Source: an optimization exercise on an open RTL-to-GDS flow (aim: a short achievable clock period and few clock cycles). Production flows keep margins and buffers that such runs may drop. At most, simulation tests tie the RTL to the original design; equivalence was not proved. Function not checked in runs 5 to 7: the RTL went through the layout flow alone. No run shown here takes its clock network from TritonCTS; it comes from the design's own scripts or RTL. No driver is modelled on the clock port, so clock power and skew are understated where the tree is cut down; a real chip needs a root buffer or a tree. No activity file was given, so power comes from the tool's default toggle rates.

`design/flow/flow/run.sh`:
```
#!/bin/bash
# Standard ORFS layout with four changes:
# - synthesis and the resizer do not use the slow 3- and 4-input OR and
#   4-input NOR cells (added to the platform's don't-use list);
# - the ports get plain buffers that the resizer may size freely (instead
#   of delay cells of a fixed footprint);
# - the output word's pins are kept together on the top edge
#   (flow/pre_io.tcl, hooked in before ORFS's pin placement);
# - the clock tree is built by flow/mytree.tcl, hooked in before ORFS's CTS
#   step.
# Tool output goes to standard.log.
DONT_USE="$(cat flow/dont_use.txt)"
bash standard.sh PRE_CTS_TCL="$PWD/flow/pre_cts.tcl" \
  PRE_IO_PLACEMENT_TCL="$PWD/flow/pre_io.tcl" \
  BUFFER_PORTS_ARGS="-buffer_cell sky130_fd_sc_hd__buf_4" \
  MATCH_CELL_FOOTPRINT=0 DONT_USE_CELLS="$DONT_USE" finish > standard.log 2>&1
```
`design/flow/flow/dont_use.txt`:
```
sky130_fd_sc_hd__probe_p_8 sky130_fd_sc_hd__probec_p_8 sky130_fd_sc_hd__lpflow_bleeder_1 sky130_fd_sc_hd__lpflow_clkbufkapwr_1 sky130_fd_sc_hd__lpflow_clkbufkapwr_16 sky130_fd_sc_hd__lpflow_clkbufkapwr_2 sky130_fd_sc_hd__lpflow_clkbufkapwr_4 sky130_fd_sc_hd__lpflow_clkbufkapwr_8 sky130_fd_sc_hd__lpflow_clkinvkapwr_1 sky130_fd_sc_hd__lpflow_clkinvkapwr_16 sky130_fd_sc_hd__lpflow_clkinvkapwr_2 sky130_fd_sc_hd__lpflow_clkinvkapwr_4 sky130_fd_sc_hd__lpflow_clkinvkapwr_8 sky130_fd_sc_hd__lpflow_decapkapwr_12 sky130_fd_sc_hd__lpflow_decapkapwr_3 sky130_fd_sc_hd__lpflow_decapkapwr_4 sky130_fd_sc_hd__lpflow_decapkapwr_6 sky130_fd_sc_hd__lpflow_decapkapwr_8 sky130_fd_sc_hd__lpflow_inputiso0n_1 sky130_fd_sc_hd__lpflow_inputiso0p_1 sky130_fd_sc_hd__lpflow_inputiso1n_1 sky130_fd_sc_hd__lpflow_inputiso1p_1 sky130_fd_sc_hd__lpflow_inputisolatch_1 sky130_fd_sc_hd__lpflow_isobufsrc_1 sky130_fd_sc_hd__lpflow_isobufsrc_16 sky130_fd_sc_hd__lpflow_isobufsrc_2 sky130_fd_sc_hd__lpflow_isobufsrc_4 sky130_fd_sc_hd__lpflow_isobufsrc_8 sky130_fd_sc_hd__lpflow_isobufsrckapwr_16 sky130_fd_sc_hd__lpflow_lsbuf_lh_hl_isowell_tap_1 sky130_fd_sc_hd__lpflow_lsbuf_lh_hl_isowell_tap_2 sky130_fd_sc_hd__lpflow_lsbuf_lh_hl_isowell_tap_4 sky130_fd_sc_hd__lpflow_lsbuf_lh_isowell_4 sky130_fd_sc_hd__lpflow_lsbuf_lh_isowell_tap_1 sky130_fd_sc_hd__lpflow_lsbuf_lh_isowell_tap_2 sky130_fd_sc_hd__lpflow_lsbuf_lh_isowell_tap_4 sky130_fd_sc_hd__nor4_1 sky130_fd_sc_hd__nor4_2 sky130_fd_sc_hd__nor4_4 sky130_fd_sc_hd__nor4b_1 sky130_fd_sc_hd__nor4b_2 sky130_fd_sc_hd__nor4b_4 sky130_fd_sc_hd__nor4bb_1 sky130_fd_sc_hd__nor4bb_2 sky130_fd_sc_hd__nor4bb_4 sky130_fd_sc_hd__or3_1 sky130_fd_sc_hd__or3_2 sky130_fd_sc_hd__or3_4 sky130_fd_sc_hd__or3b_1 sky130_fd_sc_hd__or3b_2 sky130_fd_sc_hd__or3b_4 sky130_fd_sc_hd__or4_1 sky130_fd_sc_hd__or4_2 sky130_fd_sc_hd__or4_4 sky130_fd_sc_hd__or4b_1 sky130_fd_sc_hd__or4b_2 sky130_fd_sc_hd__or4b_4 sky130_fd_sc_hd__or4bb_1 sky130_fd_sc_hd__or4bb_2 sky130_fd_sc_hd__or4bb_4
```
`design/flow/flow/mytree.tcl`:
```
# Two-level clock tree: the clock port drives NROOT root buffers, each root
# drives the leaf buffers of its part of the die, each leaf a cluster of
# nearby flip-flops. Sinks are split into equal clusters by k-means.
proc mt_env {name default} {
  if {[info exists ::env($name)] && $::env($name) ne ""} { return $::env($name) }
  return $default
}
set mt_nroot [mt_env MT_NROOT 4]
set mt_nleaf [mt_env MT_NLEAF 12]
set mt_buf   [mt_env MT_BUF sky130_fd_sc_hd__clkbuf_16]
set mt_rbuf  [mt_env MT_RBUF sky130_fd_sc_hd__clkbuf_16]

set block [ord::get_db_block]
set db [ord::get_db]
set clk_port [$block findBTerm clk]
set clk_net [$clk_port getNet]
set bmaster [$db findMaster $mt_buf]
set rmaster [$db findMaster $mt_rbuf]

set sinks {}
foreach it [$clk_net getITerms] {
  set inst [$it getInst]
  set box [$inst getBBox]
  set x [expr {([$box xMin] + [$box xMax]) / 2.0}]
  set y [expr {([$box yMin] + [$box yMax]) / 2.0}]
  lappend sinks [list $it $x $y]
}
set n [llength $sinks]
puts "mytree: $n sinks, $mt_nroot roots, $mt_nleaf leaves"

# balanced k-means: assign points to centers with a capacity limit
proc mt_kmeans {pts k iters} {
  set n [llength $pts]
  set cap [expr {int(ceil(double($n) / $k))}]
  # initial centers: sort by angle around the centroid
  set cx 0; set cy 0
  foreach p $pts { set cx [expr {$cx + [lindex $p 1]}]; set cy [expr {$cy + [lindex $p 2]}] }
  set cx [expr {$cx / $n}]; set cy [expr {$cy / $n}]
  set ang {}
  set i 0
  foreach p $pts { lappend ang [list $i [expr {atan2([lindex $p 2]-$cy, [lindex $p 1]-$cx)}]]; incr i }
  set ang [lsort -real -index 1 $ang]
  set centers {}
  for {set c 0} {$c < $k} {incr c} {
    set sx 0; set sy 0; set m 0
    for {set j [expr {$c * $n / $k}]} {$j < ($c + 1) * $n / $k} {incr j} {
      set p [lindex $pts [lindex $ang $j 0]]
      set sx [expr {$sx + [lindex $p 1]}]; set sy [expr {$sy + [lindex $p 2]}]; incr m
    }
    lappend centers [list [expr {$sx / $m}] [expr {$sy / $m}]]
  }
  for {set it 0} {$it < $iters} {incr it} {
    # all (point, center) distances, greedy by distance with capacity
    set pairs {}
    set i 0
    foreach p $pts {
      set c 0
      foreach ctr $centers {
        lappend pairs [list $i $c [expr {abs([lindex $p 1]-[lindex $ctr 0]) + abs([lindex $p 2]-[lindex $ctr 1])}]]
        incr c
      }
      incr i
    }
    set pairs [lsort -real -index 2 $pairs]
    set assign [lrepeat $n -1]
    set count [lrepeat $k 0]
    foreach pr $pairs {
      lassign $pr i c d
      if {[lindex $assign $i] >= 0} continue
      if {[lindex $count $c] >= $cap} continue
      lset assign $i $c
      lset count $c [expr {[lindex $count $c] + 1}]
    }
    set sums {}
    for {set c 0} {$c < $k} {incr c} { lappend sums [list 0 0 0] }
    set i 0
    foreach p $pts {
      set c [lindex $assign $i]
      lassign [lindex $sums $c] sx sy m
      lset sums $c [list [expr {$sx + [lindex $p 1]}] [expr {$sy + [lindex $p 2]}] [expr {$m + 1}]]
      incr i
    }
    set centers {}
    foreach s $sums {
      lassign $s sx sy m
      if {$m == 0} { set m 1 }
      lappend centers [list [expr {$sx / $m}] [expr {$sy / $m}]]
    }
  }
  return [list $assign $centers]
}

lassign [mt_kmeans $sinks $mt_nleaf 12] assign lcenters
set lpts {}
set c 0
foreach ctr $lcenters { lappend lpts [list $c [lindex $ctr 0] [lindex $ctr 1]]; incr c }
lassign [mt_kmeans $lpts $mt_nroot 12] rassign rcenters

proc mt_place {inst x y} {
  set m [$inst getMaster]
  set w [$m getWidth]; set h [$m getHeight]
  $inst setLocation [expr {int($x - $w / 2)}] [expr {int($y - $h / 2)}]
  $inst setPlacementStatus PLACED
}

# root buffers on the clock port's net
set rnets {}
for {set r 0} {$r < $mt_nroot} {incr r} {
  set inst [odb::dbInst_create $block $rmaster "mt_root_$r"]
  mt_place $inst [lindex $rcenters $r 0] [lindex $rcenters $r 1]
  set net [odb::dbNet_create $block "mt_rootnet_$r"]
  $net setSigType CLOCK
  [$inst findITerm A] connect $clk_net
  [$inst findITerm X] connect $net
  lappend rnets $net
}
set lnets {}
for {set l 0} {$l < $mt_nleaf} {incr l} {
  set inst [odb::dbInst_create $block $bmaster "mt_leaf_$l"]
  mt_place $inst [lindex $lcenters $l 0] [lindex $lcenters $l 1]
  set net [odb::dbNet_create $block "mt_leafnet_$l"]
  $net setSigType CLOCK
  [$inst findITerm A] connect [lindex $rnets [lindex $rassign $l]]
  [$inst findITerm X] connect $net
  lappend lnets $net
}
set i 0
foreach s $sinks {
  set it [lindex $s 0]
  $it disconnect
  $it connect [lindex $lnets [lindex $assign $i]]
  incr i
}
$clk_net setSigType CLOCK
puts "mytree: done"
```
`design/flow/flow/pre_cts.tcl`:
```
# Replaces ORFS's clock tree synthesis with the two-level tree of mytree.tcl:
# clock port -> 4 root buffers -> 24 leaf buffers -> flip-flops.
set ::env(MT_NROOT) 4
set ::env(MT_NLEAF) 24
source [file join [file dirname [info script]] mytree.tcl]
proc clock_tree_synthesis {args} {
  puts "clock_tree_synthesis skipped: the tree was built by mytree.tcl"
}
set_propagated_clock [all_clocks]
```
`design/flow/flow/pre_io.tcl`:
```
# Keeps the output word's pins together on the top edge, so that the output
# registers and their port buffers sit next to their pins.
set names {valid none send_BX}
for {set b 0} {$b < 48} {incr b} { lappend names "mem_dat_stream\[$b\]" }
set_io_pin_constraint -pin_names $names -region top:40-230
```
`design/flow/standard.sh`:
```
#!/bin/bash
# synth_recipe.tcl (not shown) runs the flow's synth.tcl, then flattens the netlist and writes it again
# the make line also repeats each setting of config.mk as NAME=value (left out here)
make -C /OpenROAD-flow-scripts/flow DESIGN_CONFIG=/design/flow/config.mk WORK_HOME=/design/flow/orfs CLKGATE_MAP_FILE= SYNTH_SCRIPT=/design/flow/synth_recipe.tcl "${@:-finish}"
```
`design/flow/config.mk`:
```
export PLATFORM = sky130hd
export DESIGN_NAME = mem_readout_top_2
export DESIGN_NICKNAME = mem_readout_top_2
export VERILOG_FILES = /design/flow/design.v
export SDC_FILE = /design/flow/constraint.sdc
export NUM_CORES = 4
export LEC_CHECK = 0
export ABC_CLOCK_PERIOD_IN_PS = 1300
export CAP_MARGIN = 20
export CORE_AREA = 6 6 264 264
export DIE_AREA = 0 0 270 270
export PLACE_DENSITY = 0.7
export SETUP_SLACK_MARGIN = 2.0
export SLEW_MARGIN = 20
```
`design/flow/constraint.sdc`:
```
create_clock -name core_clock -period 3.0 [get_ports {clk}]
set_input_delay 0.6000 -clock core_clock [delete_from_list [all_inputs] [get_ports {clk}]]
set_output_delay 0.6000 -clock core_clock [all_outputs]
set_load 0.01 [all_outputs]
```
`design/flow/design.v`:
```
`timescale 1ns / 1ps
module mem_readout_top_2(
    input clk,
    input reset,
    input wire [2:0] BX,
    input [6:0] clk_cnt,
    input [2:0] BX_pipe,
    input [5:0] number_in1,
    output [5:0] read_add1,
    input [43:0] input_L1L2_1,
    input [5:0] number_in2,
    output [5:0] read_add2,
    input [43:0] input_L1L2_2,
    input [5:0] number_in3,
    output [5:0] read_add3,
    input [43:0] input_L1L2_3,
    input [5:0] number_in4,
    output [5:0] read_add4,
    input [43:0] input_L1L2_4,
    input [5:0] number_in5,
    output [5:0] read_add5,
    input [43:0] input_L3L4_1,
    input [5:0] number_in6,
    output [5:0] read_add6,
    input [43:0] input_L3L4_2,
    input [5:0] number_in7,
    output [5:0] read_add7,
    input [43:0] input_L3L4_3,
    input [5:0] number_in8,
    output [5:0] read_add8,
    input [43:0] input_L3L4_4,
    input [5:0] number_in9,
    output [5:0] read_add9,
    input [43:0] input_L5L6_1,
    input [5:0] number_in10,
    output [5:0] read_add10,
    input [43:0] input_L5L6_2,
    input [5:0] number_in11,
    output [5:0] read_add11,
    input [43:0] input_L5L6_3,
    input [5:0] number_in12,
    output [5:0] read_add12,
    input [43:0] input_L5L6_4,
    output reg [47:0] mem_dat_stream,
    output reg valid,
    output reg send_BX,
    output reg none
);
wire [5:0] num [0:11];
assign num[0] = number_in1;   assign num[1] = number_in2;
assign num[2] = number_in3;   assign num[3] = number_in4;
assign num[4] = number_in5;   assign num[5] = number_in6;
assign num[6] = number_in7;   assign num[7] = number_in8;
assign num[8] = number_in9;   assign num[9] = number_in10;
assign num[10] = number_in11; assign num[11] = number_in12;
wire [43:0] dat [0:11];
assign dat[0] = input_L1L2_1;  assign dat[1] = input_L1L2_2;
assign dat[2] = input_L1L2_3;  assign dat[3] = input_L1L2_4;
assign dat[4] = input_L3L4_1;  assign dat[5] = input_L3L4_2;
assign dat[6] = input_L3L4_3;  assign dat[7] = input_L3L4_4;
assign dat[8] = input_L5L6_1;  assign dat[9] = input_L5L6_2;
assign dat[10] = input_L5L6_3; assign dat[11] = input_L5L6_4;
reg [5:0] addr [0:11];           
assign read_add1 = addr[0];   assign read_add2 = addr[1];
assign read_add3 = addr[2];   assign read_add4 = addr[3];
assign read_add5 = addr[4];   assign read_add6 = addr[5];
assign read_add7 = addr[6];   assign read_add8 = addr[7];
assign read_add9 = addr[8];   assign read_add10 = addr[9];
assign read_add11 = addr[10]; assign read_add12 = addr[11];
function [11:0] lowest;
    input [11:0] m;
    integer j;
    reg seen;
    begin
        seen = 1'b0;
        for (j = 0; j < 12; j = j + 1) begin
            lowest[j] = m[j] & ~seen;
            seen = seen | m[j];
        end
    end
endfunction
function [3:0] code;
    input [11:0] s;
    integer j;
    begin
        code = 4'd0;
        for (j = 0; j < 12; j = j + 1)
            code = code | ({4{s[j]}} & (j[3:0] + 4'd1));
    end
endfunction
reg [11:0] ne;                   
reg [11:0] one, two;             
reg [5:0]  nm2 [0:11];           
integer n;
always @(posedge clk) begin
    for (n = 0; n < 12; n = n + 1) begin
        ne[n]  <= |num[n];
        one[n] <= (num[n] == 6'd1);
        two[n] <= (num[n] == 6'd2);
        nm2[n] <= num[n] - 6'd2;
    end
end
reg        first;
reg [11:0] first_m, second_m;
reg [11:0] act;
reg [11:0] last;                 
reg [11:0] succ [0:11];
reg [11:0] nosucc;               
reg        busy;                 
wire [11:0] fst = lowest(ne);
wire [11:0] leave = act & last;
integer i, j;
reg [11:0] act_nxt;
reg [11:0] nosucc_nxt;
always @(*) begin
    for (j = 0; j < 12; j = j + 1) begin
        act_nxt[j] = act[j] & ~last[j];
        for (i = 0; i < j; i = i + 1)
            act_nxt[j] = act_nxt[j] | (leave[i] & succ[i][j]);
    end
end
reg [11:0] succ_nxt [0:11];
reg        seen;
always @(*) begin
    for (i = 0; i < 12; i = i + 1) begin
        seen = 1'b0;
        for (j = 0; j < 12; j = j + 1) begin
            succ_nxt[i][j] = (j > i) & ne[j] & ~seen;
            if (j > i) seen = seen | ne[j];
        end
        nosucc_nxt[i] = ~seen;
    end
end
always @(posedge clk) begin
    first  <= reset;
    nosucc <= nosucc_nxt;
    if (first) begin
        act  <= fst;
        busy <= |ne;
    end else begin
        act  <= act_nxt;
        busy <= busy & ~|(leave & nosucc);
    end
    for (n = 0; n < 12; n = n + 1) begin
        succ[n] <= succ_nxt[n];
        first_m[n]  <= reset & |num[n];
        second_m[n] <= ~reset & first_m[n];
        if (first_m[n])
            last[n] <= one[n] | two[n];
        else if (act[n])
            last[n] <= (addr[n] == nm2[n]);
        else if (second_m[n])
            last[n] <= one[n];
        if (reset)
            addr[n] <= 6'd0;
        else if (first_m[n])
            addr[n] <= 6'd1;
        else if (act[n])
            addr[n] <= addr[n] + 6'd1;
        else if (second_m[n])
            addr[n] <= 6'd0;
    end
end
reg [11:0] sel;                  
reg [3:0]  sel_code;             
reg [2:0]  hdr_bx;               
reg        dvalid;               
reg [43:0] mux;
integer k;
always @(*) begin
    mux = 44'd0;
    for (k = 0; k < 12; k = k + 1)
        mux = mux | ({44{sel[k]}} & dat[k]);
end
always @(posedge clk) begin
    sel      <= reset ? 12'd0 : first ? fst : act;
    sel_code <= reset ? 4'hF : first ? code(fst) : code(act);
    hdr_bx   <= reset ? BX : 3'd0;
    dvalid   <= ~reset & (first ? |ne : busy & ~|(act & one & second_m));
    mem_dat_stream <= {sel_code, mux[43:41] | hdr_bx, mux[40:0]};
    valid   <= ~reset & dvalid;
    send_BX <= ~reset & first;
    none    <= ~reset & (first ? ~|ne : ~busy);
end
endmodule
```
==> out/results.ini, run 1 <==
[finish]
fin_util_pct = 51.5
fill_cells = 5613
drive_above_1_share_pct = 69.0
multi_input_area_um2 = 12100
regArea_um2 = 8160
area_growth_pct = 102
final_cells = 3796
finalNetCount = 3498

[power]
switchingPower_mw = 3.52
clkPwrFrac_pct = 29.1
power_density_nw_per_um2 = 357
combPwrFrac_pct = 25.2
swShare_pct = 29.2
irDropWorstVdd_v = 0.000334
seq_power_share_pct = 45.7
p_int_mw = 8.55
p_total_mw = 12.1
p_leak_nw = 14.1

[worst_hold_path]
min_from = sel_code[1]
worstHoldPathType = reg -> reg
hold-path-endpoint = mem_dat_stream[45]
worstHoldPathCells = 0

[logic_synthesis]
syn_area_per_cell_um2 = 9.29
syn-cell-area_um2 = 16800
yosysWarnings = 5
yosysUniqueCellTypes = 53
synth_nets = 2445
seq_area_frac_synth_pct = 45.8
ys_ff_latch = 378
async_flop_share_pct = 0
synth_edf_count = 12
synth_top_flop_cell = dfxtp_1
syn-instance-count = 1806

[sta]
fin_crit_sh_pct = 51.4
worst_pin_slew_ns = 0.532
skew_ns = 0.0678
fmax_mhz = 648
finalHoldViolCount = 0
setup_tns_ns = 0
max_slew_margin_pct = 64.5
setup_viol = 0
slew_viol_final = 0
hold_slack_ns = 0.310
period_minus_slack_ns = 1.54
rsz0062_at_grt = yes

[global_route]
grt_pass1_vias = 20700
grt.busiest_layer = met2
grtUsageMet2_pct = 55.0
grt_max_degree = 31
antenna_found_initial = 131
met1_usage_pct = 36.3
grtUsageMet3_pct = 20.5
grt_pass1_wl_mm = 177
globalRouteTotalUtil_pct = 34.6
gr-total-overflow = 0

[worst_setup_path]
cp-end-kind = flip-flop
reg2reg_to = none
required_ns = 3.22
critical_path_class = reg -> reg
reg2reg_from = ne[4]
cp_max_fo = 5
crit_path_start_kind = flip-flop
r2r_slack_ns = 1.46
reg2reg_depth = 6
worstPathArrival_ns = 1.76

[drt]
ant_nets = 0
drt-initial-drc-count = 2169
firstDrtPassIters = 7
vias = 21500
wl_per_cell_um = 37.6
via_per_inst = 5.65
drc = 0
routed_wl_mm = 143

[floorplan]
io_pins = 738
core_area_um2 = 65700
start_util_pct = 25.5
fp.dieArea_um2 = 72900
die_w_um = 270
die_h_um = 270
rows = 94

[cts]
ctsHoldBuffers = 0
clock_latency_ns = 0.40
cts.reportedPaths.clkPinSlew_ns = 0.09

[place]
dpl.hpwl_mm = 94.1
port_buffers = 727
gp_congestion = 0.976
dpl.cell_count = 3286

[flow_run]
drv_cap = 0

[outcome]
status = finished clean

## worst max-delay path, stage by stage (launching register included)
cell and delay [ns]:
dfxtp_4 0.41, nor2_4 0.24, buf_6 0.15, nand4_4 0.11
inv_2 0.12, a21oi_2 0.07, a211oi_2 0.30
## area by class of cell
class | instances | share of cell area [%]
timing repair buffer | 1155 | 32.6
sequential | 378 | 24.1
tap | 864 | 3.20
multi-input combinational | 1230 | 35.8
buffer | 28 | 2.07
antenna | 75 | 0.555
inverter | 66 | 1.66
## synthesized netlist by cell type, drive strengths merged (2+ instances only)
master,count,share of area [%]
edfxtp,12,2.1
ha,24,1.8
nor2,130,3.0
a311oi,32,1.7
o41ai,2,0.10
a31oi,10,0.37
nand3b,15,0.67
xnor2,22,1.1
xor2,93,4.9
a221oi,133,6.9
and3,31,1.2
and2,19,0.71
nand2b,19,0.71
a22o,126,6.6
a32oi,11,0.57
clkbuf,99,2.2
o21ai,25,0.75
buf,33,1.1
a32o,3,0.18
a21oi,68,2.0
nor3,85,2.7
a211oi,22,0.98
o2bb2ai,2,0.10
nor2b,69,2.6
a2111oi,9,0.47
nor3b,21,0.94
dfxtp,366,44
or2,19,0.71
a22oi,6,0.27
a222oi,5,0.30
nand2,72,1.6
a211o,2,0.10
inv,66,1.5
nand4,10,0.46
o22ai,3,0.11
a41oi,19,0.99
nand3,117,3.5
## kinds of logic after synthesis
group,synth area share (%)
buf+inv,4.82
flops,45.8
fa+ha+maj,1.79
xor+xnor,6.00
simple gates,18.9
compound gates,22.7
## per-stage QoR
stage | cell area [um2] | setup WS, ns
after floorplan | 19600 | 1.56
after global placement | 25200 | 1.06
after detailed placement | 25200 | 1.10
after CTS | 31300 | 1.50
after global routing | 33700 | 1.49
final | 33800 | 1.46
## timing repair
action / in CTS / in global routing
endpoints found under the setup margin: 374 / 349
pin swaps: 284 / 244
gates cloned: 15 / 7
resized for setup: 630 / 332
buffers inserted: 294 / 91
## power by group through the flow
stage               clock (mW)  sequential [mW]  combinational [mW]
global placement             0             5.76                1.93
floorplan                    0             5.58               0.876
global route              3.73             5.54                3.13
detailed placement           0             5.76                1.96
CTS                       3.48             5.49                2.75
finish                    3.51             5.52                3.04
## per-layer routing
metal  routed length, um  up-vias
met2               63200     1560
met1               47100    10300
met4               10900       74
met5                 634        -
met3               21000      580
li1                    -     8951
## flip-flops by register name, summed over array words and instances (netlist names)
signal / flops
addr: 72
sel: 12
ne: 12
send_BX: 1
nm2: 72
first_m: 12
act: 12
hdr_bx: 3
none: 1
second_m: 12
mem_dat_stream: 48
sel_code: 4
two: 12
one: 12
busy: 1
first: 1
dvalid: 1
nosucc: 11
last: 12
valid: 1
succ: 66
## how the worst max path moves through the flow
stage,start,endpoint,slack [ns],depth (start not counted)
2_1_floorplan,ne[3],dvalid,1.56,7
3_3_place_gp,first,sel_code[3],1.06,3
3_5_place_dp,first,sel_code[3],1.10,3
4_1_cts,mem_dat_stream[37],mem_dat_stream[37],1.50,1
5_1_grt,mem_dat_stream[34],mem_dat_stream[34],1.49,1
6_report,ne[4],none,1.46,6
## placed cells by master (no fill, tap or decap), types with 19 or more instances in the layout
cell       count
and3_1        19
a21oi_2       33
nand3_2       36
buf_4        756
buf_12        45
a21oi_1       34
nor2_1        83
dfxtp_4      102
a211oi_2      22
xor2_1        67
a22o_1       109
nand2_1       34
a221oi_2     126
xor2_2        26
clkinv_8      24
diode_2       75
nor2_4        37
dfxtp_2       68
clkbuf_16     48
nand2_2       28
nor2b_1       53
or2_4         19
inv_1         32
nor3_2        40
nor3_1        27
dfxtp_1      196
buf_6        301
buf_8         20
ha_4          24
nand3_1       73
Testbench counts, summed over its fixed seeds: cycles 29,813.
==> inputs of run 2 (changes only) <==
--- a/design/flow/config.mk
+++ b/design/flow/config.mk
@@ -5,10 +5,10 @@
 export SDC_FILE = /design/flow/constraint.sdc
 export NUM_CORES = 4
 export LEC_CHECK = 0
-export ABC_CLOCK_PERIOD_IN_PS = 1300
+export ABC_CLOCK_PERIOD_IN_PS = 1000
 export CAP_MARGIN = 20
 export CORE_AREA = 6 6 264 264
 export DIE_AREA = 0 0 270 270
-export PLACE_DENSITY = 0.7
+export PLACE_DENSITY = 0.6
 export SETUP_SLACK_MARGIN = 2.0
 export SLEW_MARGIN = 20
==> out/results.ini, run 2 <==
[worst_setup_path]
cp-end-kind = output pin
crit_start = mem_dat_stream[7]
slowest_stage = dfxtp_2
cp_max_fo = 1
cp_num_buf_inv = 1
cp_slowest_stage_delay_ns = 0.38
reg2reg_from = last[4]
worstPathArrival_ns = 0.86
crit_chain = buf_6
critical_path.top_delay_family = flip-flops
critical_path_class = reg -> out
crit_path_start_kind = flip-flop
required_ns = 2.40

[sta]
max_slew_margin_pct = 67.9
fin_crit_sh_pct = 48.5
setup_tns_ns = 0
finalHoldViolCount = 0
slew_viol_final = 0
worst_slack_ns = 1.54
skew_ns = 0.0441
setup_viol = 0
rsz0062_at_grt = yes
worst_pin_slew_ns = 0.482
period_minus_slack_ns = 1.46
hold_slack_ns = 0.315
fmax_mhz = 687

[drt]
firstDrtPassIters = 6
via_per_inst = 5.44
routed_wl_mm = 129
drc = 0
drt-initial-drc-count = 1575
vias = 20300
ant_nets = 0
wl_per_cell_um = 34.6

[place]
port_buffers = 727
dpl.hpwl_mm = 90.9
dpl.cell_count = 3286
gp_congestion = 1.03
pre_cts_slack_ns = 0.977

[logic_synthesis]
syn-instance-count = 1806
seq_area_frac_synth_pct = 45.8
yosysTopAreaCell = dfxtp_1
synth_top_family_by_area = compound AO/OA/AOI/OAI gates
yosysUniqueCellTypes = 53
synth-compound-area-share_pct = 22.7
ys_top_cells_by_count = 366 x dfxtp_1, 133 x a221oi_1, 126 x a22o_1, 126 x nor2_1, 115 x nand3_1
syn_area_per_cell_um2 = 9.29
yosysWarnings = 5
synth_adder_area_share_pct = 1.79
async_flop_share_pct = 0
ys_ff_latch = 378
synth_edf_count = 12
syn-cell-area_um2 = 16800
synth_top_flop_cell = dfxtp_1
synth.area.top_cells = dfxtp_1 44%, a221oi_1 6.9%, a22o_1 6.6%, xor2_1 4.9%, nand3_1 3.4%
synth_nets = 2445
synthMuxAreaShare_pct = 0
yosysMostFrequentCell = dfxtp_1
synth_top_cell_area_share_pct = 43.7
synthSimpleGateAreaFrac_pct = 18.9
synth_xor_area_share_pct = 6.00

[worst_hold_path]
worstHoldPathType = reg -> reg
min_from = sel_code[1]

[flow_run]
drv_cap = 0

[floorplan]
die_h_um = 270
io_pins = 738
start_util_pct = 25.5
rows = 94
die_w_um = 270
core_area_um2 = 65700
fp.dieArea_um2 = 72900

[finish]
final_common_cell = buf_4
final_cells = 3735
area_growth_pct = 98.5
final_cell_mix = 764 x buf_4, 265 x buf_6, 194 x dfxtp_1
reg.largest.list = addr: 72 flops, nm2: 72 flops, succ: 66 flops
finalNetCount = 3471
drive_above_1_share_pct = 68.0

[power]
p_leak_nw = 13.9
irDropWorstVdd_v = 0.000353
power_density_nw_per_um2 = 360
p_total_mw = 12.0

[outcome]
status = finished clean

[cts]
cts.reportedPaths.clkPinSlew_ns = 0.10
clock_latency_ns = 0.38

[global_route]
globalRouteTotalUtil_pct = 32.9
grt_pass1_vias = 20700
gr-total-overflow = 0
grt_max_degree = 26
antenna_found_initial = 94
grt_pass1_wl_mm = 171

## run 2: logic make-up (layout without fill, tap and decap cells)
kind of cell,count (synthesis),in the layout
compound gates,482,482
xor+xnor,115,115
fa+ha+maj,24,24
buf+inv,198,1222
flops,378,378
other cells,0,41
simple gates,609,609
## run 2: final timing paths
check / endpoint / depth (start not counted) / slack (ns)
hold / removal: mem_dat_stream[45] / 0 / 0.31
setup reg to reg: act[11] / 4 / 1.55
hold reg to reg: mem_dat_stream[45] / 0 / 0.31
setup / recovery: mem_dat_stream[7] / 1 / 1.54
## run 2: cell type report
class | count | area [um2]
Fill cell | 5761 | 32400
Multi-Input combinational cell | 1230 | 12000
Timing Repair Buffer | 1127 | 10700
Sequential cell | 378 | 8160
Tap cell | 864 | 1080
Buffer | 28 | 701
Inverter | 66 | 568
Antenna cell | 41 | 103
Timing Repair inverter | 1 | 7.51
## run 2: worst register-to-register path: stages (launching register included)
cell and delay [ns]:
edfxtp_1 0.53, and3_4 0.25, a2111oi_4 0.20, nand4_1 0.15
a21o_1 0.19
## run 2: power by group
group / switching, mW / internal, mW / leakage (nW) / total [mW]
sequential: 0.255 / 5.27 / 3.22 / 5.52
clock: 1.82 / 1.67 / 0.345 / 3.49
combinational: 1.38 / 1.60 / 10.3 / 2.98
total: 3.45 / 8.53 / 13.9 / 12.0
## run 2: metal layers
layer	routed length, um	track usage, %	vias to the layer above
met3	17100	16.8	360
met2	58300	53.0	1130
li1	-	-	8833
met1	45400	36.4	9928
met4	8120	14.6	74
met5	494	0	-
## run 2: through the flow
step | area [um2] | utilization [%]
6_report | 33300 | 50.7
5_1_grt | 33300 | 50.6
4_1_cts | 31500 | 47.9
3_5_place_dp | 25200 | 38.3
3_3_place_gp | 25200 | 38.3
2_1_floorplan | 19600 | -
## run 2: timing repair
item                       CTS  global route
hold buffers                 0             0
setup buffers              294            66
gates resized for setup    661           242
setup endpoints to repair  373           347
cloned                      18             2
pin swaps                  250           263
==> inputs of run 3 (changes only) <==
==> design/flow/flow/pre_cts.tcl (replaced) <==
# Replaces ORFS's clock tree synthesis with the two-level tree of mytree.tcl:
# clock port -> 4 root buffers (buf_16) -> 24 leaf buffers -> flip-flops.
set ::env(MT_NROOT) 4
set ::env(MT_NLEAF) 24
set ::env(MT_RBUF) sky130_fd_sc_hd__buf_16
source [file join [file dirname [info script]] mytree.tcl]
proc clock_tree_synthesis {args} {
  puts "clock_tree_synthesis skipped: the tree was built by mytree.tcl"
}
set_propagated_clock [all_clocks]
--- a/design/flow/config.mk
+++ b/design/flow/config.mk
@@ -5,7 +5,7 @@
 export SDC_FILE = /design/flow/constraint.sdc
 export NUM_CORES = 4
 export LEC_CHECK = 0
-export ABC_CLOCK_PERIOD_IN_PS = 1000
+export ABC_CLOCK_PERIOD_IN_PS = 1300
 export CAP_MARGIN = 20
 export CORE_AREA = 6 6 264 264
 export DIE_AREA = 0 0 270 270
==> out/results.ini, run 3 <==
[outcome]
status = finished clean

[worst_setup_path]
r2r_slack_ns = 1.54
reg2reg_depth = 6
critical_path.top_delay_family = flip-flops
reg2reg_to = sel_code[0]
crit_path_start_kind = flip-flop
reg2reg_from = ne[5]
crit_cells = 6
slowest_stage = dfxtp_4
cp-end-kind = flip-flop
required_ns = 3.24
cp_max_fo = 5
crit_chain = nor2_4 > buf_6 > buf_12 > nand3_4 > a31oi_1 > a211o_1
cp_slowest_stage_delay_ns = 0.39
cp_num_buf_inv = 2
critical_path_class = reg -> reg
worstPathArrival_ns = 1.71

[cts]
clock_latency_ns = 0.35
cts.reportedPaths.clkPinSlew_ns = 0.10
ctsHoldBuffers = 0

[power]
switchingPower_mw = 3.47
seq_power_share_pct = 45.7
p_leak_nw = 14.1
clkPwrFrac_pct = 29.4
power_density_nw_per_um2 = 358
swShare_pct = 28.7
combPwrFrac_pct = 25.0
p_total_mw = 12.1
p_int_mw = 8.62
irDropWorstVdd_v = 0.000361

[logic_synthesis]
yosysUniqueCellTypes = 53
synth_edf_count = 12
ys_ff_latch = 378
yosysTopAreaCell = dfxtp_1
yosysMostFrequentCell = dfxtp_1
synth_top_flop_cell = dfxtp_1
yosysWarnings = 5
synth.area.top_cells = dfxtp_1 44%, a221oi_1 6.9%, a22o_1 6.6%, xor2_1 4.9%, nand3_1 3.4%
syn-instance-count = 1806
ys_top_cells_by_count = 366 x dfxtp_1, 133 x a221oi_1, 126 x a22o_1, 126 x nor2_1, 115 x nand3_1
synth_nets = 2445
seq_area_frac_synth_pct = 45.8
synth_top_cell_area_share_pct = 43.7
async_flop_share_pct = 0
syn_area_per_cell_um2 = 9.29
syn-cell-area_um2 = 16800

[drt]
drt-initial-drc-count = 1685
firstDrtPassIters = 8
wl_per_cell_um = 34.7
drc = 0
vias = 20600
via_per_inst = 5.46
ant_nets = 0
routed_wl_mm = 131

[floorplan]
fp.dieArea_um2 = 72900
die_w_um = 270
core_area_um2 = 65700
die_h_um = 270
start_util_pct = 25.5
io_pins = 738
rows = 94

[place]
gp_congestion = 1.03
dpl.hpwl_mm = 90.9
dpl.cell_count = 3286
port_buffers = 727

[sta]
max_slew_margin_pct = 68.7
rsz0062_at_grt = yes
skew_ns = 0.0441
setup_tns_ns = 0
setup_viol = 0
fin_crit_sh_pct = 48.8
slew_viol_final = 0
fmax_mhz = 684
worst_pin_slew_ns = 0.470
period_minus_slack_ns = 1.46
finalHoldViolCount = 0

[finish]
final_cell_mix = 761 x buf_4, 294 x buf_6, 194 x dfxtp_1
reg.largest.list = addr: 72 flops, nm2: 72 flops, succ: 66 flops
final_cells = 3773
area_growth_pct = 101
finalNetCount = 3502
drive_above_1_share_pct = 69.0
final_common_cell = buf_4

[global_route]
gr-total-overflow = 0
globalRouteTotalUtil_pct = 33.1
grt_pass1_wl_mm = 173
grt_max_degree = 26
grt_pass1_vias = 20800
antenna_found_initial = 92

[worst_hold_path]
min_from = sel_code[1]
worstHoldPathCells = 0
hold-path-endpoint = mem_dat_stream[45]
worstHoldPathType = reg -> reg

[flow_run]
drv_cap = 0

-- run 3: cell counts after synthesis --
No cell type changed its count.
-- run 3: worst max-delay path by stage --
stage | start | to | slack (ns)
CTS | mem_dat_stream[9] | mem_dat_stream[9] | 1.55
floorplan | ne[3] | dvalid | 1.56
global route | ne[5] | sel_code[0] | 1.51
finish | ne[5] | sel_code[0] | 1.54
global placement | ne[2] | dvalid | 0.98
detailed placement | ne[2] | dvalid | 0.98
-- run 3: per-layer routing --
layer | GRT usage (%) | up-vias | part of all wire, %
met1 | 36.7 | 10100 | 35
met4 | 15.4 | 62 | 6.3
met2 | 53.1 | 1200 | 45
li1 | - | 8905 | -
met5 | 0 | - | 0.32
met3 | 16.6 | 367 | 13
-- run 3: final cells by class --
cell class | count | area, um2
Timing Repair Buffer | 1158 | 11100
Sequential cell | 378 | 8160
Antenna cell | 48 | 120
Multi-Input combinational cell | 1230 | 12100
Buffer | 28 | 711
Tap cell | 864 | 1080
Timing Repair inverter | 1 | 7.51
Fill cell | 5706 | 32000
Inverter | 66 | 568
-- run 3: logic make-up after synthesis --
group / Yosys count / synth area share, %
simple gates: 609 / 18.9
xor+xnor: 115 / 6.00
buf+inv: 198 / 4.82
fa+ha+maj: 24 / 1.79
compound gates: 482 / 22.7
flops: 378 / 45.8
-- run 3: power groups by stage --
stage | clock (mW) | combinational, mW | sequential (mW)
3_5_place_dp | 0 | 2.01 | 5.75
4_1_cts | 3.58 | 2.79 | 5.51
3_3_place_gp | 0 | 1.98 | 5.75
2_1_floorplan | 0 | 0.876 | 5.58
5_1_grt | 3.80 | 3.14 | 5.55
6_report | 3.55 | 3.02 | 5.52
-- run 3: timing repair --
action                     4_1_cts  5_1_grt
pin swaps                      263      286
cloned                          19        0
setup endpoints to repair      375      351
resized for setup              675      296
setup buffers                  309       83
-- run 3: stage by stage --
stage	hold slack, ns	utilization (%)	setup WS, ns	cell area, um2
after floorplan	0.310	-	1.56	19600
after global placement	0.317	38.3	0.978	25200
after detailed placement	0.315	38.3	0.977	25200
after CTS	0.301	48.1	1.55	31600
after global routing	0.314	51.3	1.51	33700
final	0.309	51.4	1.54	33800
==> inputs of run 4 (changes only) <==
==> design/flow/flow/pre_cts.tcl (replaced) <==
# Replaces ORFS's clock tree synthesis with the two-level tree of mytree.tcl:
# clock port -> 4 root buffers -> 24 leaf buffers -> flip-flops.
set ::env(MT_NROOT) 4
set ::env(MT_NLEAF) 24
source [file join [file dirname [info script]] mytree.tcl]
proc clock_tree_synthesis {args} {
  puts "clock_tree_synthesis skipped: the tree was built by mytree.tcl"
}
set_propagated_clock [all_clocks]
==> design/flow/flow/pre_io.tcl (replaced) <==
# Keeps the output word's pins together on the top edge, so that the output
# registers and their port buffers sit next to their pins.
set names {valid none send_BX}
for {set b 0} {$b < 48} {incr b} { lappend names "mem_dat_stream\[$b\]" }
set_io_pin_constraint -pin_names $names -region top:35-225
--- a/design/flow/config.mk
+++ b/design/flow/config.mk
@@ -7,8 +7,8 @@
 export LEC_CHECK = 0
 export ABC_CLOCK_PERIOD_IN_PS = 1300
 export CAP_MARGIN = 20
-export CORE_AREA = 6 6 264 264
-export DIE_AREA = 0 0 270 270
+export CORE_AREA = 6 6 254 254
+export DIE_AREA = 0 0 260 260
 export PLACE_DENSITY = 0.6
 export SETUP_SLACK_MARGIN = 2.0
 export SLEW_MARGIN = 20
==> out/results.ini, run 4 <==
[outcome]
status = finished clean

[global_route]
antenna_found_initial = 104
grt.busiest_layer = met2
grtUsageMet3_pct = 20.5
grtUsageMet2_pct = 54.2
grt_pass1_wl_mm = 167
gr-total-overflow = 0
grt_pass1_vias = 20400
met1_usage_pct = 38.8
globalRouteTotalUtil_pct = 35.0
grt_max_degree = 24

[drt]
drt-initial-drc-count = 1700
ant_nets = 0
wl_per_cell_um = 35.6
via_per_inst = 5.65
drc = 0
vias = 20700
routed_wl_mm = 131
firstDrtPassIters = 7

[floorplan]
io_pins = 738
die_w_um = 260
core_area_um2 = 60600
start_util_pct = 27.7
die_h_um = 260
rows = 90
fp.dieArea_um2 = 67600

[sta]
setup_tns_ns = 0
finalHoldViolCount = 0
setup_viol = 0
worst_pin_slew_ns = 0.425
hold_slack_ns = 0.328
fmax_mhz = 665
fin_crit_sh_pct = 50.1
max_slew_margin_pct = 71.6
skew_ns = 0.0688
rsz0062_at_grt = yes
period_minus_slack_ns = 1.50
slew_viol_final = 0

[cts]
cts.reportedPaths.clkPinSlew_ns = 0.07
ctsHoldBuffers = 0
clock_latency_ns = 0.39

[place]
gp_congestion = 1.02
port_buffers = 727
dpl.hpwl_mm = 91.3

[finish]
finalNetCount = 3481
area_growth_pct = 100
final_common_cell = buf_4
drive_above_1_share_pct = 69.1
final_cell_mix = 752 x buf_4, 290 x buf_6, 196 x dfxtp_1
reg.largest.list = addr: 72 flops, nm2: 72 flops, succ: 66 flops
fin_util_pct = 55.5

[logic_synthesis]
async_flop_share_pct = 0
synth_top_cell_area_share_pct = 43.7
syn_area_per_cell_um2 = 9.29
syn-cell-area_um2 = 16800
yosysMostFrequentCell = dfxtp_1
yosysTopAreaCell = dfxtp_1
ys_top_cells_by_count = 366 x dfxtp_1, 133 x a221oi_1, 126 x a22o_1, 126 x nor2_1, 115 x nand3_1
synth_edf_count = 12
yosysUniqueCellTypes = 53
syn-instance-count = 1806
synth.area.top_cells = dfxtp_1 44%, a221oi_1 6.9%, a22o_1 6.6%, xor2_1 4.9%, nand3_1 3.4%
synth_nets = 2445
synth_top_flop_cell = dfxtp_1
seq_area_frac_synth_pct = 45.8
ys_ff_latch = 378
yosysWarnings = 5

[power]
switchingPower_mw = 3.47
irDropWorstVdd_v = 0.000373
seq_power_share_pct = 45.9
combPwrFrac_pct = 24.9
p_leak_nw = 14.0
power_density_nw_per_um2 = 357
p_int_mw = 8.54
swShare_pct = 28.9
clkPwrFrac_pct = 29.1

[worst_setup_path]
crit_path_start_kind = flip-flop
required_ns = 3.23
cp_max_fo = 2
critical_path_class = reg -> reg
cp-end-kind = flip-flop
worstPathArrival_ns = 1.74

[worst_hold_path]
worstHoldPathType = reg -> reg

[flow_run]
drv_cap = 0

-- run 4: kinds of logic (layout without fill, tap and decap cells) --
group / count (synthesis) / in the layout / share of synthesized area, %
DFF: 378 / 378 / 45.8
adders and majority gates: 24 / 24 / 1.79
buffers and inverters: 198 / 1232 / 4.82
AOI/OAI and AO/OA: 482 / 482 / 22.7
xor gates and xnor gates: 115 / 115 / 6.00
and+or+nand+nor: 609 / 609 / 18.9
other: 0 / 45 / 0
-- run 4: path summary, 6_finish.rpt --
check,end,startpoint,slack (ns),cells after the start
max,act[11],last[9],1.50,4
min,mem_dat_stream[47],sel_code[3],0.33,0
max reg2reg,act[11],last[9],1.50,4
min reg2reg,mem_dat_stream[47],sel_code[3],0.33,0
-- run 4: power groups by stage --
| stage | combinational (mW) | sequential (mW) | clock (mW) |
|---|---|---|---|
| CTS | 2.75 | 5.50 | 3.51 |
| detailed placement | 2.01 | 5.74 | 0 |
| finish | 3.00 | 5.52 | 3.50 |
| global route | 3.11 | 5.55 | 3.69 |
| global placement | 1.98 | 5.74 | 0 |
| floorplan | 0.876 | 5.58 | 0 |
-- run 4: timing repair --
item / 4_1_cts / 5_1_grt
resized for setup: 656 / 311
endpoints found under the setup margin: 371 / 351
buffers inserted: 261 / 98
gates cloned: 21 / 6
pin swaps: 293 / 266
-- run 4: critical path, stage by stage, from the launching register on --
cell and delay, ns:
edfxtp_1 0.52, and3_4 0.24, a2111oi_4 0.33, nand4_1 0.14, a21o_1 0.18
-- run 4: layout make-up --
cell class	instances	area, um2
diodes	45	113
plain buffers	28	701
fillers	5052	27000
inverters	66	572
multi-input cells	1230	12200
flip-flops and latches	378	8160
well taps	782	978
repair buffers	1138	10900
-- run 4: stage by stage --
stage          instances  total power [mW]  setup WS, ns  instance area (um2)
5_1_grt             3642              12.3          1.48                33600
6_report            3667              12.0          1.50                33600
4_1_cts             3518              11.8          1.52                31200
3_5_place_dp        3208              7.75          1.11                25100
3_3_place_gp        3208              7.72          1.15                25100
2_1_floorplan       1806              6.45          1.56                19600
-- run 4: metal layers --
layer  vias to the layer above  part of all wire, %
met5                         -                 0.40
met4                        80                  5.3
met3                       393                   15
met2                      1257                   44
met1                     10100                   35
li1                       8871                    -
==> inputs of run 5 (changes only) <==
--- a/design/flow/design.v
+++ b/design/flow/design.v
@@ -89,12 +89,23 @@
     end
 endfunction
 reg [11:0] ne;                   
+reg [11:0] fst;                  
+reg        any;                  
 reg [11:0] one, two;             
 reg [5:0]  nm2 [0:11];           
+wire [11:0] ne_in;
+genvar g;
+generate
+    for (g = 0; g < 12; g = g + 1) begin : g_ne
+        assign ne_in[g] = |num[g];
+    end
+endgenerate
 integer n;
 always @(posedge clk) begin
+    fst <= lowest(ne_in);
+    any <= |ne_in;
     for (n = 0; n < 12; n = n + 1) begin
-        ne[n]  <= |num[n];
+        ne[n]  <= ne_in[n];
         one[n] <= (num[n] == 6'd1);
         two[n] <= (num[n] == 6'd2);
         nm2[n] <= num[n] - 6'd2;
@@ -107,7 +118,6 @@
 reg [11:0] succ [0:11];
 reg [11:0] nosucc;               
 reg        busy;                 
-wire [11:0] fst = lowest(ne);
 wire [11:0] leave = act & last;
 integer i, j;
 reg [11:0] act_nxt;
@@ -136,7 +146,7 @@
     nosucc <= nosucc_nxt;
     if (first) begin
         act  <= fst;
-        busy <= |ne;
+        busy <= any;
     end else begin
         act  <= act_nxt;
         busy <= busy & ~|(leave & nosucc);
@@ -176,10 +186,10 @@
     sel      <= reset ? 12'd0 : first ? fst : act;
     sel_code <= reset ? 4'hF : first ? code(fst) : code(act);
     hdr_bx   <= reset ? BX : 3'd0;
-    dvalid   <= ~reset & (first ? |ne : busy & ~|(act & one & second_m));
+    dvalid   <= ~reset & (first ? any : busy & ~|(act & one & second_m));
     mem_dat_stream <= {sel_code, mux[43:41] | hdr_bx, mux[40:0]};
     valid   <= ~reset & dvalid;
     send_BX <= ~reset & first;
-    none    <= ~reset & (first ? ~|ne : ~busy);
+    none    <= ~reset & (first ? ~any : ~busy);
 end
 endmodule
==> design/flow/flow/pre_io.tcl (replaced) <==
# Keeps the output word's pins together on the top edge, so that the output
# registers and their port buffers sit next to their pins.
set names {valid none send_BX}
for {set b 0} {$b < 48} {incr b} { lappend names "mem_dat_stream\[$b\]" }
set_io_pin_constraint -pin_names $names -region top:40-230
--- a/design/flow/config.mk
+++ b/design/flow/config.mk
@@ -7,8 +7,8 @@
 export LEC_CHECK = 0
 export ABC_CLOCK_PERIOD_IN_PS = 1300
 export CAP_MARGIN = 20
-export CORE_AREA = 6 6 254 254
-export DIE_AREA = 0 0 260 260
+export CORE_AREA = 6 6 264 264
+export DIE_AREA = 0 0 270 270
 export PLACE_DENSITY = 0.6
 export SETUP_SLACK_MARGIN = 2.0
 export SLEW_MARGIN = 20
==> out/results.ini, run 5 <==
[sta]
setup_tns_ns = 0
finalHoldViolCount = 0
worst_slack_ns = 1.47
fin_crit_sh_pct = 51.1
hold_slack_ns = 0.309
setup_viol = 0
slew_viol_final = 0
max_slew_margin_pct = 62.0
skew_ns = 0.0385
worst_pin_slew_ns = 0.570
rsz0062_at_grt = yes
fmax_mhz = 652
period_minus_slack_ns = 1.53

[logic_synthesis]
ys_ff_latch = 390
synth_edf_count = 12
yosysMostFrequentCell = dfxtp_1
yosysUniqueCellTypes = 54
synth_top_cell_area_share_pct = 44.2
synthMuxAreaShare_pct = 0.907
synth_top_flop_cell = dfxtp_1
synth_xor_area_share_pct = 6.04
seq_area_frac_synth_pct = 46.3
yosysTopAreaCell = dfxtp_1
synth_nets = 2448
yosysWarnings = 5
synthSimpleGateAreaFrac_pct = 18.6
syn_area_per_cell_um2 = 9.46
synth_top_family_by_area = compound AO/OA/AOI/OAI gates
synth-compound-area-share_pct = 21.6
syn-instance-count = 1809
ys_top_cells_by_count = 378 x dfxtp_1, 153 x nor2_1, 137 x a221oi_1, 128 x a22o_1, 102 x nand3_1
synth_adder_area_share_pct = 1.76
syn-cell-area_um2 = 17100
async_flop_share_pct = 0
synth.area.top_cells = dfxtp_1 44%, a221oi_1 7.0%, a22o_1 6.6%, xnor2_1 4.1%, nor2_1 3.4%

[worst_setup_path]
crit_start = last[6]
critical_path_class = reg -> reg
slowest_stage = edfxtp_1
crit_cells = 5
crit_chain = and2_4 > a221o_1 > a221oi_2 > and4_1 > a32oi_1
cp_num_buf_inv = 0
worstPathArrival_ns = 1.78
reg2reg_depth = 5
required_ns = 3.24
cp_max_fo = 3
crit_path_start_kind = flip-flop
cp_slowest_stage_delay_ns = 0.44
reg2reg_from = last[6]
cp-end-kind = flip-flop
critical_path.top_delay_family = compound AO/OA/AOI/OAI gates

[power]
combPwrFrac_pct = 26.1
p_int_mw = 8.84
switchingPower_mw = 3.53
swShare_pct = 28.5
p_total_mw = 12.4
irDropWorstVdd_v = 0.000283
p_leak_nw = 14.3
power_density_nw_per_um2 = 357
seq_power_share_pct = 46.0
clkPwrFrac_pct = 27.9

[drt]
drt-initial-drc-count = 1529
routed_wl_mm = 137
vias = 20600
firstDrtPassIters = 5
ant_nets = 0
wl_per_cell_um = 36.2
drc = 0
via_per_inst = 5.44

[finish]
fill_cells = 5615
finalNetCount = 3504
final_cell_mix = 763 x buf_4, 265 x buf_6, 209 x dfxtp_1
area_growth_pct = 102
final_common_cell = buf_4
multi_input_area_um2 = 12600
drive_above_1_share_pct = 69.6
reg.largest.list = addr: 72 flops, nm2: 72 flops, succ: 66 flops
regArea_um2 = 8380

[global_route]
antenna_found_initial = 77
grt_pass1_wl_mm = 178
grt_pass1_vias = 20400
globalRouteTotalUtil_pct = 34.4
grt_max_degree = 25
gr-total-overflow = 0

[floorplan]
core_area_um2 = 65700
die_h_um = 270
start_util_pct = 26.0
fp.dieArea_um2 = 72900
io_pins = 738
die_w_um = 270
rows = 94

[place]
dpl.hpwl_mm = 99.5
pre_cts_slack_ns = 1.11
gp_congestion = 1.02
port_buffers = 727

[cts]
ctsHoldBuffers = 0
cts.reportedPaths.clkPinSlew_ns = 0.08
clock_latency_ns = 0.36

[flow_run]
drv_cap = 0

[worst_hold_path]
worstHoldPathCells = 0
min_from = sel_code[1]
worstHoldPathType = reg -> reg

[outcome]
status = finished clean

[run 5: kinds of logic (layout without fill, tap and decap cells)]
logic type                 Yosys count  after routing
buffers and inverters              195           1249
muxes                               15             15
DFF                                390            390
AOI/OAI and AO/OA                  467            467
adders and majority gates           24             24
and+or+nand+nor                    600            600
xor gates and xnor gates           118            118
other                                0             53
[run 5: power groups by stage]
stage          logic (mW)  registers (mW)  clock network (mW)
2_1_floorplan       0.921            5.75                   0
3_3_place_gp         2.13            5.90                   0
3_5_place_dp         2.15            5.90                   0
4_1_cts              2.93            5.69                3.47
5_1_grt              3.32            5.72                3.69
6_report             3.23            5.70                3.45
[run 5: layout make-up]
cell class,instances,share of cell area [%]
flip-flops and latches,390,24.2
diodes,53,0.383
plain buffers,28,2.02
multi-input cells,1224,36.4
repair buffers,1152,32.2
inverters,69,1.64
well taps,864,3.12
[run 5: per-stage QoR]
stage	utilization, %	area, um2	cells
after floorplan	-	19900	1809
final	52.7	34600	3780
after detailed placement	39.0	25600	3303
after CTS	49.1	32300	3625
after global placement	39.0	25600	3303
after global routing	52.6	34600	3763
[run 5: repair_timing]
| action | CTS | global route |
|---|---|---|
| pin swaps | 297 | 237 |
| setup buffers | 273 | 101 |
| setup endpoints to repair | 381 | 360 |
| gates cloned | 21 | 1 |
| gates resized for setup | 767 | 283 |
[run 5: final timing paths]
kind                   endpoint  slack, ns
max                     act[11]       1.47
min          mem_dat_stream[45]       0.31
max reg2reg             act[11]       1.47
min reg2reg  mem_dat_stream[45]       0.31
[run 5: routing by layer]
metal | part of all wire, % | global-route usage, % | vias up
met5 | 0.097 | 0 | -
met2 | 49 | 59.1 | 1128
met1 | 36 | 39.2 | 10200
met4 | 6.9 | 18.1 | 20
met3 | 7.9 | 8.67 | 331
li1 | - | - | 8891
==> inputs of run 6 (changes only) <==
--- a/design/flow/design.v
+++ b/design/flow/design.v
@@ -118,6 +118,7 @@
 reg [11:0] succ [0:11];
 reg [11:0] nosucc;               
 reg        busy;                 
+reg        ghost;                
 wire [11:0] leave = act & last;
 integer i, j;
 reg [11:0] act_nxt;
@@ -143,6 +144,7 @@
 end
 always @(posedge clk) begin
     first  <= reset;
+    ghost  <= first & |(fst & one);
     nosucc <= nosucc_nxt;
     if (first) begin
         act  <= fst;
@@ -155,12 +157,10 @@
         succ[n] <= succ_nxt[n];
         first_m[n]  <= reset & |num[n];
         second_m[n] <= ~reset & first_m[n];
-        if (first_m[n])
-            last[n] <= one[n] | two[n];
-        else if (act[n])
-            last[n] <= (addr[n] == nm2[n]);
-        else if (second_m[n])
-            last[n] <= one[n];
+        last[n] <= (first_m[n] & (one[n] | two[n]))
+                 | (~first_m[n] & act[n] & (addr[n] == nm2[n]))
+                 | (~first_m[n] & ~act[n] & second_m[n] & one[n])
+                 | (~first_m[n] & ~act[n] & ~second_m[n] & last[n]);
         if (reset)
             addr[n] <= 6'd0;
         else if (first_m[n])
@@ -186,7 +186,7 @@
     sel      <= reset ? 12'd0 : first ? fst : act;
     sel_code <= reset ? 4'hF : first ? code(fst) : code(act);
     hdr_bx   <= reset ? BX : 3'd0;
-    dvalid   <= ~reset & (first ? any : busy & ~|(act & one & second_m));
+    dvalid   <= ~reset & (first ? any : busy & ~ghost);
     mem_dat_stream <= {sel_code, mux[43:41] | hdr_bx, mux[40:0]};
     valid   <= ~reset & dvalid;
     send_BX <= ~reset & first;
==> out/results.ini, run 6 <==
[cts]
cts.reportedPaths.clkPinSlew_ns = 0.09
ctsHoldBuffers = 0
clock_latency_ns = 0.38

[logic_synthesis]
synth_nets = 2482
ys_top_cells_by_count = 391 x dfxtp_1, 177 x nor2_1, 138 x a221oi_1, 130 x a22o_1, 83 x nand3_1
syn-instance-count = 1843
synth_top_cell_area_share_pct = 45.9
seq_area_frac_synth_pct = 45.9
synth.area.top_cells = dfxtp_1 46%, a221oi_1 7.1%, a22o_1 6.7%, nor2_1 3.9%, xor2_1 3.5%
yosysMostFrequentCell = dfxtp_1
synth_top_flop_cell = dfxtp_1
synth_edf_count = 0
yosysWarnings = 5
yosysUniqueCellTypes = 51
ys_ff_latch = 391
syn-cell-area_um2 = 17100
yosysTopAreaCell = dfxtp_1
async_flop_share_pct = 0
syn_area_per_cell_um2 = 9.25

[global_route]
grt_max_degree = 44
globalRouteTotalUtil_pct = 34.8
grt_pass1_vias = 20700
gr-total-overflow = 0
grt_pass1_wl_mm = 179
antenna_found_initial = 110

[power]
seq_power_share_pct = 45.4
switchingPower_mw = 3.74
p_leak_nw = 13.9
power_density_nw_per_um2 = 377
clkPwrFrac_pct = 28.2
combPwrFrac_pct = 26.4
irDropWorstVdd_v = 0.000281
swShare_pct = 29.5
p_int_mw = 8.92

[place]
port_buffers = 727
placed_area_um2 = 25700
gp_congestion = 0.985
dpl.hpwl_mm = 97.4

[worst_setup_path]
slowest_stage = dfxtp_4
cp_max_fo = 1
cp_slowest_stage_delay_ns = 0.42
cp_num_buf_inv = 1
crit_chain = buf_6
worstPathArrival_ns = 0.92
cp-end-kind = output pin
critical_path.top_delay_family = flip-flops
critical_path_class = reg -> out
crit_path_start_kind = flip-flop
required_ns = 2.40

[sta]
period_minus_slack_ns = 1.52
fmax_mhz = 659
slew_viol_final = 0
skew_ns = 0.0478
fin_crit_sh_pct = 50.6
setup_tns_ns = 0
finalHoldViolCount = 0
setup_viol = 0
rsz0062_at_grt = yes
max_slew_margin_pct = 44.7
worst_pin_slew_ns = 0.829

[finish]
final_cell_mix = 754 x buf_4, 266 x buf_6, 210 x dfxtp_1
fin_util_pct = 51.1
stdcell_area_um2 = 33600
drive_above_1_share_pct = 67.0
final_common_cell = buf_4
area_growth_pct = 97.1
reg.largest.list = addr: 72 flops, nm2: 72 flops, succ: 66 flops
finalNetCount = 3512
fill_cells = 5773

[drt]
wl_per_cell_um = 36.3
vias = 20800
firstDrtPassIters = 5
via_per_inst = 5.47
drc = 0
routed_wl_mm = 138
ant_nets = 0
drt-initial-drc-count = 1739

[floorplan]
die_w_um = 270
rows = 94
start_util_pct = 25.9
fp.dieArea_um2 = 72900
core_area_um2 = 65700
die_h_um = 270
io_pins = 738

[outcome]
status = finished clean

[flow_run]
drv_cap = 0

[worst_hold_path]
worstHoldPathType = reg -> reg

run 6: cell types whose count changed after synthesis, sizes merged, moves of 19 or more:
cell and delta:
o21ai +34, nand3 -19, clkbuf -31, xnor2 -28, buf +33, nor2 +24
xor2 +30
run 6: power by group through the flow:
| stage | registers (mW) | logic (mW) | clock network, mW |
|---|---|---|---|
| 4_1_cts | 5.74 | 3.06 | 3.58 |
| 3_5_place_dp | 5.98 | 2.19 | 0 |
| 5_1_grt | 5.77 | 3.46 | 3.78 |
| 6_report | 5.75 | 3.34 | 3.56 |
| 3_3_place_gp | 5.98 | 2.16 | 0 |
| 2_1_floorplan | 5.75 | 1.02 | 0 |
run 6: logic make-up after synthesis:
group	synth area share, %
AO/OA/AOI/OAI	22.6
AND/OR/NAND/NOR	17.9
adder cells (fa/ha/maj)	1.76
multiplexers	0.587
buffers and inverters	5.10
XOR/XNOR	6.16
flip-flops	45.9
run 6: area by class of cell:
cell class,instances,area (um2),area share [%]
well taps,864,1080,3.22
inverters,79,602,1.79
multi-input cells,1248,12000,35.6
repair buffers,1125,10800,32.0
plain buffers,28,701,2.08
flip-flops and latches,391,8330,24.8
diodes,70,175,0.521
run 6: final timing paths:
path                 startpoint  depth (start not counted)  slack [ns]                 end
max          mem_dat_stream[38]                          1        1.48  mem_dat_stream[38]
min                 sel_code[2]                          0        0.30  mem_dat_stream[46]
max reg2reg              sel[0]                          2        1.55  mem_dat_stream[43]
min reg2reg         sel_code[2]                          0        0.30  mem_dat_stream[46]
run 6: per-layer routing:
| layer | global-route usage, % | wire, um | up-vias |
|---|---|---|---|
| met1 | 36.7 | 46700 | 10200 |
| met2 | 57.4 | 63900 | 1133 |
| met3 | 15.2 | 16200 | 407 |
| met5 | 0 | 250 | - |
| met4 | 21.2 | 11100 | 40 |
| li1 | - | - | 9002 |
run 6: per-stage QoR:
step	std cells	hold slack (ns)	power (mW)	setup slack [ns]
6_report	3805	0.299	12.7	1.48
5_1_grt	3770	0.302	13.0	1.48
4_1_cts	3636	0.297	12.4	1.48
3_5_place_dp	3323	0.313	8.17	1.13
3_3_place_gp	3323	0.318	8.14	1.12
2_1_floorplan	1843	0.310	6.77	1.62
run 6: what timing repair did:
item	CTS	global route
gates cloned	22	5
setup buffers	263	94
endpoints found under the setup margin	370	357
resized for setup	713	236
pin swaps	230	209
==> inputs of run 7 (changes only) <==
--- a/design/flow/config.mk
+++ b/design/flow/config.mk
@@ -6,9 +6,9 @@
 export NUM_CORES = 4
 export LEC_CHECK = 0
 export ABC_CLOCK_PERIOD_IN_PS = 1300
-export CAP_MARGIN = 20
+export CAP_MARGIN = 50
 export CORE_AREA = 6 6 264 264
 export DIE_AREA = 0 0 270 270
 export PLACE_DENSITY = 0.6
 export SETUP_SLACK_MARGIN = 2.0
-export SLEW_MARGIN = 20
+export SLEW_MARGIN = 70
==> out/results.ini, run 7 <==
[outcome]
status = finished clean

[drt]
drc = 0
firstDrtPassIters = 5
wl_per_cell_um = 34.7
ant_nets = 0
routed_wl_mm = 132
vias = 20700
via_per_inst = 5.43
drt-initial-drc-count = 1683

[logic_synthesis]
yosysMostFrequentCell = dfxtp_1
ys_ff_latch = 391
synth_top_family_by_area = compound AO/OA/AOI/OAI gates
synth_top_cell_area_share_pct = 45.9
syn-instance-count = 1843
synthSimpleGateAreaFrac_pct = 17.9
synth_xor_area_share_pct = 6.16
synth.area.top_cells = dfxtp_1 46%, a221oi_1 7.1%, a22o_1 6.7%, nor2_1 3.9%, xor2_1 3.5%
synth_edf_count = 0
synthMuxAreaShare_pct = 0.587
async_flop_share_pct = 0
yosysTopAreaCell = dfxtp_1
yosysWarnings = 5
synth-compound-area-share_pct = 22.6
synth_nets = 2482
syn_area_per_cell_um2 = 9.25
seq_area_frac_synth_pct = 45.9
yosysUniqueCellTypes = 51
synth_top_flop_cell = dfxtp_1
syn-cell-area_um2 = 17100
synth_adder_area_share_pct = 1.76
ys_top_cells_by_count = 391 x dfxtp_1, 177 x nor2_1, 138 x a221oi_1, 130 x a22o_1, 83 x nand3_1

[worst_setup_path]
critical_path_class = reg -> out
crit_chain = buf_6
crit_cells = 1
crit_start = mem_dat_stream[38]
reg2reg_from = sel[1]
r2r_slack_ns = 1.53
cp_num_buf_inv = 1
worstPathArrival_ns = 0.93
reg2reg_depth = 6
slowest_stage = dfxtp_4
endpoint = mem_dat_stream[38]
critical_path.top_delay_family = flip-flops
cp_slowest_stage_delay_ns = 0.42
required_ns = 2.40
cp-end-kind = output pin
cp_max_fo = 1
reg2reg_to = mem_dat_stream[24]
crit_path_start_kind = flip-flop

[global_route]
antenna_found_initial = 112
grtUsageMet2_pct = 56.6
grt.busiest_layer = met2
globalRouteTotalUtil_pct = 33.5
grt_pass1_wl_mm = 174
grt_max_degree = 45
grt_pass1_vias = 20800
gr-total-overflow = 0
grtUsageMet3_pct = 14.3
met1_usage_pct = 35.7

[finish]
final_common_cell = buf_4
area_growth_pct = 100
final_cell_mix = 748 x buf_4, 275 x buf_6, 207 x dfxtp_1
reg.largest.list = addr: 72 flops, nm2: 72 flops, succ: 66 flops
final_cells = 3807
finalNetCount = 3530
fin_util_pct = 51.9
drive_above_1_share_pct = 67.5
stdcell_area_um2 = 34100

[floorplan]
core_area_um2 = 65700
rows = 94
start_util_pct = 25.9
die_h_um = 270
fp.dieArea_um2 = 72900
io_pins = 738
die_w_um = 270

[worst_hold_path]
worstHoldPathCells = 0
min_from = sel_code[3]
worstHoldPathType = reg -> reg

[cts]
clock_latency_ns = 0.38
ctsHoldBuffers = 0
cts.reportedPaths.clkPinSlew_ns = 0.10

[sta]
finalHoldViolCount = 0
worst_pin_slew_ns = 0.443
fmax_mhz = 654
setup_tns_ns = 0
hold_slack_ns = 0.301
worst_slack_ns = 1.47
skew_ns = 0.0506
period_minus_slack_ns = 1.53
fin_crit_sh_pct = 51.0
rsz0062_at_grt = yes
setup_viol = 0
max_slew_margin_pct = 70.4
slew_viol_final = 0

[place]
gp_congestion = 0.985
port_buffers = 727
dpl.hpwl_mm = 100
placed_area_um2 = 26300
pre_cts_slack_ns = 1.16
dpl.cell_count = 3351

[power]
p_leak_nw = 14.2
power_density_nw_per_um2 = 369
p_total_mw = 12.6
irDropWorstVdd_v = 0.000421

[flow_run]
drv_cap = 0

run 7: cell types whose count changed in the layout (fill, tap and decap cells not counted), moves of 5 or more:
cell / previous run / this run
buf_16: 8 / 23
nand2_2: 29 / 23
nor2_2: 17 / 24
diode_2: 70 / 54
nand2_4: 3 / 8
buf_12: 43 / 37
buf_8: 33 / 38
nor2_1: 127 / 120
nor3_2: 45 / 40
buf_4: 754 / 748
buf_6: 266 / 275
run 7: worst min path at each step:
stage	endpoint	slack (ns)
detailed placement	mem_dat_stream[44]	0.31
global route	mem_dat_stream[47]	0.32
floorplan	mem_dat_stream[44]	0.31
CTS	mem_dat_stream[47]	0.30
global placement	mem_dat_stream[45]	0.32
finish	mem_dat_stream[47]	0.30
run 7: logic make-up (layout without fill, tap and decap cells):
family | Yosys count | after routing
and+or+nand+nor | 597 | 600
AOI/OAI and AO/OA | 494 | 494
DFF | 391 | 391
adders and majority gates | 24 | 24
other | 0 | 54
muxes | 10 | 10
xor gates and xnor gates | 120 | 120
buffers and inverters | 207 | 1250
run 7: cell type report:
cell class	count	area, um2
multi-input combinational	1248	12100
timing repair buffer	1142	11200
timing repair inverter	1	8.76
inverter	79	606
antenna	54	135
sequential	391	8330
fill	5691	31600
tap	864	1080
buffer	28	701
run 7: power breakdown:
| group | switching [mW] | internal [mW] |
|---|---|---|
| clock network | 1.85 | 1.67 |
| logic | 1.51 | 1.84 |
| registers | 0.303 | 5.43 |
| total | 3.67 | 8.95 |
run 7: routing by layer:
metal	vias up	part of all wire, %
met5	-	0.30
met4	56	6.7
met2	1033	47
met1	10300	35
met3	332	11
li1	9011	-
run 7: what timing repair did:
item / CTS / global route
gates resized for setup: 711 / 248
setup endpoints to repair: 357 / 361
gates cloned: 25 / 1
pin swaps: 281 / 192
buffers inserted: 278 / 70

==> re-timing with driven ports <==
The results above use ideal ports. As a check the final layouts listed here were re-extracted and re-timed, cells and wires unchanged.
Step 1 sets driving cells, clkbuf_16 on the clock port and buf_2 on the other inputs (assumed; they add their load-dependent delay and slew).
Step 2 times the ports against the registers' clock, not the clock port: input delays grow and output delays shrink by t, the midpoint of the rising clock arrivals with the driver on.
Slacks: no drivers / after step 1 / after step 2; pairs: no drivers / after step 1.
| run | t (ns) | slack for setup (ns) | clock arrival spread, ns | cell pins on the clock port's net |
|---|---|---|---|---|
| run 1 | 0.502 | 1.457 / 1.369 / 1.377 | 0.071 / 0.072 | 4 |
| run 2 | 0.463 | 1.544 / 1.434 / 1.328 | 0.045 / 0.046 | 4 |
| run 3 | 0.455 | 1.537 / 1.438 / 1.305 | 0.045 / 0.046 | 4 |
| run 4 | 0.472 | 1.497 / 1.404 / 1.287 | 0.075 / 0.074 | 4 |
| run 5 | 0.461 | 1.466 / 1.417 / 1.215 | 0.042 / 0.042 | 4 |
| run 6 | 0.464 | 1.481 / 1.370 / 1.185 | 0.058 / 0.059 | 4 |
| run 7 | 0.472 | 1.471 / 1.355 / 1.353 | 0.054 / 0.054 | 4 |
After both steps every run listed still meets setup and hold. The setup slack of run 6, which loses most, moves by -0.111 ns with the drivers and by -0.296 ns with both steps.
